This design comes from an exercise in tuning for small area on the open sky130 flow, not from production work.
At most, simulation tests tie the RTL to the original design; equivalence was not proved.

==> 06-20: inputs <==
==> flow/design.v (excerpt) <==
module bch_kes_chien(clk, rstn, start, gsynd,
                     aadd1, aadd2, aadd3, aadd4, aadd5, aadd6, aadd7, aadd8);
input clk, rstn, start;
input [12:0] gsynd;
output [12:0] aadd1, aadd2, aadd3, aadd4, aadd5, aadd6, aadd7, aadd8;
correct_module_4cells_p16 u_core(
  .rstn(rstn), .clk(clk), .start(start), .gsynd(gsynd),
  .aadd1(aadd1), .aadd2(aadd2), .aadd3(aadd3), .aadd4(aadd4),
  .aadd5(aadd5), .aadd6(aadd6), .aadd7(aadd7), .aadd8(aadd8));
endmodule
==> module gf_mac, before the edit <==
module gf_mac(a,b,c,d,y);
input  [12:0] a,b,c,d;
output [12:0] y;
reg [24:0] p;
integer i,j;
always @*
begin
  p = 25'd0;
  for (i=0;i<13;i=i+1)
    for (j=0;j<13;j=j+1)
      p[i+j] = p[i+j] ^ (a[i]&b[j]) ^ (c[i]&d[j]);
  for (i=24;i>=13;i=i-1)
  begin
    p[i-13] = p[i-13] ^ p[i];
    p[i-12] = p[i-12] ^ p[i];
    p[i-10] = p[i-10] ^ p[i];
    p[i-9]  = p[i-9]  ^ p[i];
  end
end
assign y = p[12:0];
endmodule
export LEC_CHECK = 0
export CAP_MARGIN = 20
export CORE_MARGIN = 2
export CORE_UTILIZATION = 40
export CTS_CLUSTER_DIAMETER = 100
export CTS_CLUSTER_SIZE = 20
export PLACE_DENSITY = 0.72
export SLEW_MARGIN = 20
create_clock -name core_clock -period 8.0 [get_ports {clk}]
run.sh (not shown) runs the stock make flow with config.mk's settings and CLKGATE_MAP_FILE= SYNTH_SCRIPT=/design/flow/synth_recipe.tcl, a recipe that flattens the netlist after the stock synthesis.
==> 04-21 (differences from 06-20) <==
--- a/flow/design.v
+++ b/flow/design.v
@@ -2,12 +2,27 @@
 input  [12:0] a,b,c,d;
 output [12:0] y;
+reg [12:0] lo, mid;    
+reg [10:0] hi;         
+reg [6:0] as, bs, cs, ds;
 reg [24:0] p;
 integer i,j;
 always @*
 begin
-  p = 25'd0;
-  for (i=0;i<13;i=i+1)
-    for (j=0;j<13;j=j+1)
-      p[i+j] = p[i+j] ^ (a[i]&b[j]) ^ (c[i]&d[j]);
+  as = a[6:0] ^ {1'b0,a[12:7]};
+  bs = b[6:0] ^ {1'b0,b[12:7]};
+  cs = c[6:0] ^ {1'b0,c[12:7]};
+  ds = d[6:0] ^ {1'b0,d[12:7]};
+  lo = 13'd0; mid = 13'd0; hi = 11'd0;
+  for (i=0;i<7;i=i+1)
+    for (j=0;j<7;j=j+1)
+    begin
+      lo[i+j]  = lo[i+j]  ^ (a[i]&b[j]) ^ (c[i]&d[j]);
+      mid[i+j] = mid[i+j] ^ (as[i]&bs[j]) ^ (cs[i]&ds[j]);
+    end
+  for (i=0;i<6;i=i+1)
+    for (j=0;j<6;j=j+1)
+      hi[i+j] = hi[i+j] ^ (a[7+i]&b[7+j]) ^ (c[7+i]&d[7+j]);
+  mid = mid ^ lo ^ {2'b00,hi};
+  p = {12'd0,lo} ^ {5'd0,mid,7'd0} ^ {hi,14'd0};
   for (i=24;i>=13;i=i-1)
   begin
- PLACE_DENSITY: 0.72 -> unset
==> comparison <==
Of 04-21 and 06-20, 04-21 has the higher global-route usage (gap 2.0 points).
Against 04-21, the via count of 06-20 is higher by 4.8%.
Against 06-20, the cell count of 04-21 is lower by about 5%.
Of 04-21 and 06-20, 04-21 has the higher clock skew (gap 42 ps).
Against 04-21, the critical path depth of 06-20 is higher by 3.
Setup slack: 04-21 is worse than 06-20 (210 ps).
Sequential share of layout area: 06-20 is lower than 04-21 (1.1 points).
Between 06-20 and 04-21, the lower cell area is in 04-21 (gap 3.6%, measured against 04-21).
In 04-21 the register-to-register slack is lower than in 06-20, by 210 ps.
Between 06-20 and 04-21, the lower count of clock-buffer cells in the layout is in 06-20 (gap 2).
Core utilization: 04-21 is higher than 06-20 (0.20 points).
For 06-20, only the layout was checked, not whether the RTL still works.


==> job 9223: inputs <==
Another version of the RTL of bch_kes_chien (not shown whole).
Settings: LEC_CHECK=0, CAP_MARGIN=20, CORE_MARGIN=2, CORE_UTILIZATION=40, GPL_TIMING_DRIVEN=0, SLEW_MARGIN=20; clock period 8.0 ns.
==> job 188: changes against job 9223 <==
GPL_TIMING_DRIVEN = unset   (was 0)
==> summary of the runs <==
- In job 188 the final cell count is smaller than in job 9223, by about 2.6%.
- Sequential share of layout area: job 9223 is lower than job 188 (0.30 points).
- In sequential cell count, job 9223 and job 188 do not differ.
- Against job 188, the core utilization of job 9223 is higher by 0.45 points.
- Of job 9223 and job 188, job 9223 has the higher clock skew (gap 0.038 ns).
- Of job 9223 and job 188, job 9223 has the higher via count (gap about 3.8%, measured against job 188).
- In synthesized area, job 9223 and job 188 do not differ.
- Count of clock-buffer cells in the layout: job 188 is higher than job 9223 (11).
- Against job 9223, the non-clock buffer count of job 188 is lower by 448.

separate check: timing with driven ports:
The results above use ideal ports. As a check the final layouts listed here were re-extracted and re-timed, cells and wires unchanged.
Step 1, drivers: a clkbuf_16 drives clk and a buf_2 each remaining input, both assumed.
Step 2 also shifts input and output timing later by t, the mid clock arrival at the registers, as if the neighbouring blocks saw the same clock.
Slacks: ideal / step 1 / step 2; pairs: ideal / step 1.
run | t, ns | setup slack, ns | worst hold slack (ns) | worst slew at a driven data input, ns
06-20 | 0.839 | 2.893 / 2.893 / 2.893 | 0.266 / 0.266 / 0.266 | 0.07
04-21 | 0.862 | 2.680 / 2.680 / 2.680 | 0.309 / 0.309 / 0.309 | 0.05
job 9223 | 0.958 | 2.639 / 2.639 / 2.639 | 0.251 / 0.251 / 0.251 | 0.06
job 188 | 0.953 | 3.498 / 3.498 / 3.498 | 0.286 / 0.286 / 0.286 | 0.06
After both steps setup and hold are still met in every run listed.
